This is an optimization exercise on Yosys and OpenROAD, whose aim is small area, a short achievable clock period and few clock cycles, not a production implementation.
In this exercise RTL edits were held to simulation tests only and were not proved equivalent to the original.
Power is estimated from default activity; no workload was simulated.

## MS
==> flow/design.v (excerpt) <==
module CHIP (	clk,
				rst_n,
				mem_read_D,
				mem_write_D,
				mem_addr_D,
				mem_wdata_D,
				mem_rdata_D,
				mem_ready_D,
				mem_read_I,
				mem_write_I,
				mem_addr_I,
				mem_wdata_I,
				mem_rdata_I,
				mem_ready_I,
				DCACHE_addr,
				DCACHE_wdata,
				DCACHE_wen,
				DCACHE_stall
			);
clock: 11.0 ns
lec_check: 0
cap_margin: 60
core_margin: 2
core_utilization: 50
cts_cluster_diameter: 80
cts_cluster_size: 20
slew_margin: 60
standard.sh (not shown) runs the stock make flow with config.mk's settings and CLKGATE_MAP_FILE= SYNTH_SCRIPT=/design/flow/synth_recipe.tcl, a recipe that flattens the netlist after the stock synthesis.
==> flow/flow/run.sh <==
#!/bin/bash
# Layout flow: the standard ORFS flow (standard.sh), with the standard
# synthesis unchanged, port buffers of buf_2 cells and a larger setup margin
# for ORFS's timing repair in the later steps. Each step's full output goes
# to its own log in this folder (and ORFS's per-step logs under orfs/logs).
set -uo pipefail
bash standard.sh synth > synth.log 2>&1 || exit 1
bash standard.sh SETUP_SLACK_MARGIN=7 "BUFFER_PORTS_ARGS=-buffer_cell sky130_fd_sc_hd__buf_2" finish > layout.log 2>&1 || exit 1
Testbench counts of MS, summed over its fixed seeds: cycles 412,281.
Relative to MS, the following input files were edited for TR:
--- a/flow/design.v
+++ b/flow/design.v
@@ -182,109 +182,114 @@
     input      [27:0]  ex_line,        
     input              ex_enter,       
     input              m_valid,
     input              m_load,
     input              m_store,
     input      [31:0]  m_addr,
     input      [31:0]  m_wdata,        
     output             m_stall,        
+    output             m_fill,         
     output             m_stdone,       
     output     [31:0]  m_rdata,        
     output reg         m_miss,         
     output reg         mem_read,
     output reg         mem_write,
     output reg [27:0]  mem_addr,
-    output     [127:0] mem_wdata,
+    output reg [127:0] mem_wdata,
     input      [127:0] mem_rdata,
     input              mem_ready
 );
 function [31:0] bswap(input [31:0] v);
     bswap = {v[7:0], v[15:8], v[23:16], v[31:24]};
 endfunction
 reg [127:0]  d;
 reg [27:0]   t;
 reg          v, y;                     
 reg          busy;                     
 reg          rd;                       
-reg          pend;                     
-assign mem_wdata = d;
+reg          wpend;                    
+reg [27:0]   waddr;
 wire [31:0] ea = ex_base;
 wire [31:0] eb = ex_off;
 wire [4:0]  lo = {1'b0, ea[3:0]} + {1'b0, eb[3:0]};
 wire [27:0] et  = m_miss ? m_addr[31:4] : t;
 wire        ev  = m_miss | v;
 wire [31:0] eg = ea & eb;
 wire [31:0] ep = ea ^ eb;
 wire [31:4] cin = {eg[30:4] | (ep[30:4] & ~et[26:0]), lo[4]};
 wire ehit = ev & (&(ep[31:4] ^ et ^ ~cin));
 wire [1:0] mword = m_addr[3:2];
-wire   fill   = busy & rd & mem_ready;    
-wire   fclean = fill & ~y;                 
-wire   fdirty = fill & y;                  
-assign m_stall = m_valid & (m_load | m_store) & m_miss & ~(fill & (m_load | ~y));
-assign m_rdata = bswap((m_miss | pend) ? mem_rdata[mword*32 +: 32] : d[mword*32 +: 32]);
+wire   fill = busy & rd & mem_ready;
+assign m_fill  = fill;
+assign m_stall = m_valid & (m_load | m_store) & m_miss & ~fill;
+assign m_rdata = bswap(m_miss ? mem_rdata[mword*32 +: 32] : d[mword*32 +: 32]);
 wire   st_hit = m_valid & m_store & ~m_miss;
-assign m_stdone = m_valid & m_store & (~m_miss | fclean);
+assign m_stdone = m_valid & m_store & (~m_miss | fill);
 always @(posedge clk) begin
     if (rst) begin
         m_miss <= 1'b0;
     end else if (!m_stall) begin
         m_miss <= ex_enter & ~ehit;
     end else if (fill) begin
         m_miss <= 1'b0;
     end
 end
 wire idle_next = busy ? mem_ready : ~(mem_read | mem_write);
 wire need_mem  = m_valid & (m_load | m_store) & m_miss & ~mem_read & ~(busy & rd);
 wire need_ex   = ex_enter & ~ehit & ~m_stall;
-wire do_read   = idle_next & ~fdirty & (need_mem | need_ex);
+wire do_write  = idle_next & wpend;
+wire do_read   = idle_next & ~wpend & (need_mem | need_ex);
 always @(posedge clk) begin
-    if (fdirty)        mem_addr <= t;
+    if (do_write)      mem_addr <= waddr;
     else if (need_mem) mem_addr <= m_addr[31:4];
     else               mem_addr <= ex_line;
 end
 always @(posedge clk) begin
     if (rst) begin
         mem_read  <= 1'b0;
         mem_write <= 1'b0;
         busy      <= 1'b0;
         rd        <= 1'b0;
-        pend      <= 1'b0;
+        wpend     <= 1'b0;
     end else begin
         mem_read  <= do_read;
-        mem_write <= fdirty;
-        pend      <= fdirty;
+        mem_write <= do_write;
         busy      <= mem_read | mem_write | (busy & ~mem_ready);
         if (mem_read)       rd <= 1'b1;
         else if (mem_ready) rd <= 1'b0;
+        if (do_write)           wpend <= 1'b0;
+        else if (mem_read && y) wpend <= 1'b1;
+    end
+end
+always @(posedge clk) begin
+    if (mem_read && y) begin
+        mem_wdata <= d;
+        waddr     <= t;
     end
 end
-wire lfill = fclean | pend;                
 genvar k;
 generate
     for (k = 0; k < 4; k = k + 1) begin : g_word
-        wire [31:0] wbus = (lfill & ~(m_stdone & mword == k)) ? mem_rdata[k*32 +: 32] : bswap(m_wdata);
+        wire [31:0] wbus = (m_miss & ~(m_store & mword == k)) ? mem_rdata[k*32 +: 32] : bswap(m_wdata);
         always @(posedge clk) begin
-            if (lfill | (st_hit & mword == k)) d[k*32 +: 32] <= wbus;
+            if (fill | (st_hit & mword == k)) d[k*32 +: 32] <= wbus;
         end
     end
 endgenerate
 always @(posedge clk) begin
     if (fill) t <= m_addr[31:4];
 end
 always @(posedge clk) begin
     if (rst) begin
         v <= 1'b0;
         y <= 1'b0;
     end else if (fill) begin
         v <= 1'b1;
-        if (!y) y <= m_store;
-    end else if (pend) begin
-        y <= st_hit;
+        y <= m_store;
     end else if (st_hit) begin
         y <= 1'b1;
     end
 end
 endmodule
 module RISCV_Pipeline (
     input          clk,
     input          rst_n,
@@ -322,17 +327,17 @@
 reg         MEM_valid;
 reg  [31:0] MEM_res, MEM_b;
 reg  [4:0]  MEM_rd;
 reg         MEM_we, MEM_load, MEM_store;
 reg         SP_wen;
 reg  [29:0] SP_addr;
 reg  [31:0] SP_data;
 reg  [31:0] rf [1:31];
-wire        m_stall, m_miss, m_stdone;
+wire        m_stall, m_fill, m_miss, m_stdone;
 wire [31:0] m_rdata;
 wire        ex_redir;
 wire [26:0] ex_tgt;
 wire        id_redir;
 wire [26:0] id_tgt;
 wire        ld_stall;
 wire        front_hold = m_stall;
 wire        ic_hit;
@@ -488,16 +493,17 @@
     .ex_line  (sum[31:4]),
     .ex_enter (EX_valid & (EX_load | EX_store) & ~front_hold),
     .m_valid  (MEM_valid),
     .m_load   (MEM_load),
     .m_store  (MEM_store),
     .m_addr   (MEM_res),
     .m_wdata  (MEM_b),
     .m_stall  (m_stall),
+    .m_fill   (m_fill),
     .m_stdone (m_stdone),
     .m_rdata  (m_rdata),
     .m_miss   (m_miss),
     .mem_read (mem_read_D),
     .mem_write(mem_write_D),
     .mem_addr (mem_addr_D),
     .mem_wdata(mem_wdata_D),
     .mem_rdata(mem_rdata_D),
==> comparison <==
Of MS and TR, TR shows the lower total track usage, with MS above it.
i_RISCV.ID_instr[17] as the launching instance or port of the critical path was reported by TR, and i_RISCV.ID_instr[23] by MS.
The growth of design area from synthesis to finish was comparable across MS and TR.
MS -> TR: power increased by a few percent
Compared with MS, in TR pin count of the biggest net entering global routing dropped about 7%; weighted congestion at the end of routability-driven global placement now smaller; total count of hold-check failures in the final report flat.
Testbench counts of TR, summed over its fixed seeds: cycles 410,704.

========
Another version of the RTL of CHIP (not shown whole).
For scale: ~7900 cells after synthesis, ~2100 flip-flops, ~640 I/O pins, about 110000 um2 of cells after synthesis.
==> flow/config.mk <==
export PLATFORM = sky130hd
export DESIGN_NAME = CHIP
export DESIGN_NICKNAME = CHIP
export VERILOG_FILES = /design/flow/design.v
export SDC_FILE = /design/flow/constraint.sdc
export NUM_CORES = 8
export LEC_CHECK = 0
export CAP_MARGIN = 60
export CORE_MARGIN = 2
export CORE_UTILIZATION = 50
export CTS_CLUSTER_DIAMETER = 80
export CTS_CLUSTER_SIZE = 20
export SLEW_MARGIN = 60
export TNS_END_PERCENT = 20
==> flow/constraint.sdc <==
create_clock -name core_clock -period 11.0 [get_ports {clk}]
set_input_delay 2.2000 -clock core_clock [delete_from_list [all_inputs] [get_ports {clk}]]
set_output_delay 2.2000 -clock core_clock [all_outputs]
set_load 0.01 [all_outputs]
Scripts as last shown in full above: flow/flow/run.sh
The first run completed without violations.
Testbench counts at the start, summed over its fixed seeds: cycles 360,345.
Change:
--- a/flow/design.v
+++ b/flow/design.v
@@ -452,13 +452,13 @@
 end
 wire [31:0] op1 = ex_fw1 ? ex_res : mem_fw1 ? mem_fwd : rf1;
 wire [31:0] op2 = ex_fw2 ? ex_res : mem_fw2 ? mem_fwd : rf2;
 wire   lp_dep = (lp_rd != 5'd0) & ((use1 & (lp_rd == rs1)) | (use2 & (lp_rd == rs2)));
 wire   ml_dep = MEM_valid & MEM_load & MEM_we & m_rdmem &
                 ((use1 & (MEM_rd == rs1)) | (use2 & (MEM_rd == rs2)));
-assign ld_stall = ID_valid & ~ex_redir & ((EX_valid & (EX_load | EX_rsh) & EX_we &
+assign ld_stall = ID_valid & ~ex_redir & ((EX_valid & EX_load & EX_we &
                   ((use1 & (EX_rd == rs1)) | (use2 & (EX_rd == rs2)))) | lp_dep | ml_dep);
 wire [11:0] imm12 = i_S ? {ins[31:25], ins[11:7]} : ins[31:20];
 wire [26:0] immJ  = {{9{ins[31]}}, ins[19:12], ins[20], ins[30:22]};      
 wire [26:0] immB  = {{17{ins[31]}}, ins[7], ins[30:25], ins[11:9]};       
 wire   ret      = i_JALR & (rs1 == 5'd1) & (ins[31:20] == 12'd0) & ~ex_fw1;
 wire [31:0] x1v = mem_fw1 ? mem_fwd : rf[1];
@@ -536,14 +536,14 @@
 always @(*) for (j = 0; j < 32; j = j + 1) shout[j] = left ? shr[31-j] : shr[j];
 assign ex_res = ({32{EX_radd}}  & sum) |
                 ({32{EX_rslt}}  & {31'd0, slt}) |
                 ({32{EX_rxor}}  & (EX_a ^ EX_b)) |
                 ({32{EX_ror}}   & (EX_a | EX_b)) |
                 ({32{EX_rand}}  & (EX_a & EX_b)) |
+                ({32{EX_rsh}}   & shout) |
                 ({32{EX_rlink}} & {3'b000, EX_alt, 2'b00});
-wire [31:0] ex_all = ex_res | ({32{EX_rsh}} & shout);
 wire taken = (EX_a == EX_b) ^ EX_bne;
 assign ex_redir = EX_valid & (EX_jalr | (EX_branch & (taken ^ EX_pred)));
 assign ex_tgt   = EX_jalr ? sum[28:2] : EX_alt;
 Dcache D_cache (
     .clk      (clk),
     .rst      (rst),
@@ -578,13 +578,13 @@
 always @(posedge clk) begin
     if (rst) MEM_valid <= 1'b0;
     else if (!m_stall) MEM_valid <= EX_valid & ~front_hold;
 end
 always @(posedge clk) begin
     if (!m_stall) begin
-        MEM_res   <= ex_all;
+        MEM_res   <= ex_res;
         MEM_rd    <= EX_rd;
         MEM_we    <= EX_we;
         MEM_load  <= EX_load;
         MEM_store <= EX_store;
     end
 end
Outcome: Worst setup slack loses 0.11 ns; routed wire length goes down by 1.2%; die area rises by 0.36%; total power falls by about 1.3%; sequential share of layout area is lower by 0.74 points; global-route usage is lower by 0.69 points.
Testbench counts after the change, summed over its fixed seeds: cycles 359,853.

what the ideal ports hide:
The flow's constraints put no driver on any port. The routed layouts listed below were extracted and timed again, unchanged, in two steps. Step 1 (the two cells are an assumption about what drives the block):
set clk [get_ports {clk}]
set_driving_cell -lib_cell sky130_fd_sc_hd__clkbuf_16 $clk
set_driving_cell -lib_cell sky130_fd_sc_hd__buf_2 [delete_from_list [all_inputs] $clk]
Step 2 moves the port delays by t, midway between the first and last clock arrival at a register: inputs arrive t later, outputs are due t later. That takes back most of the time a late clock gives input paths. a / b / c = ideal / step 1 / step 2; a / b = the first two.
| run | t, ns | setup slack, ns | cell pins on the clock port's net |
|---|---|---|---|
| MS | 0.931 | 6.953 / 6.953 / 6.075 | 1 |
| TR | 0.945 | 6.908 / 6.908 / 6.060 | 1 |
| the first run of note 2 | 0.950 | 6.847 / 6.799 / 5.961 | 1 |
| the second run of note 2 | 0.953 | 6.740 / 6.742 / 5.868 | 1 |
After both steps every run listed still meets setup and hold. For the first run of note 2, which loses most, drivers alone change the setup slack by -0.048 ns; drivers and shift together by -0.886 ns.
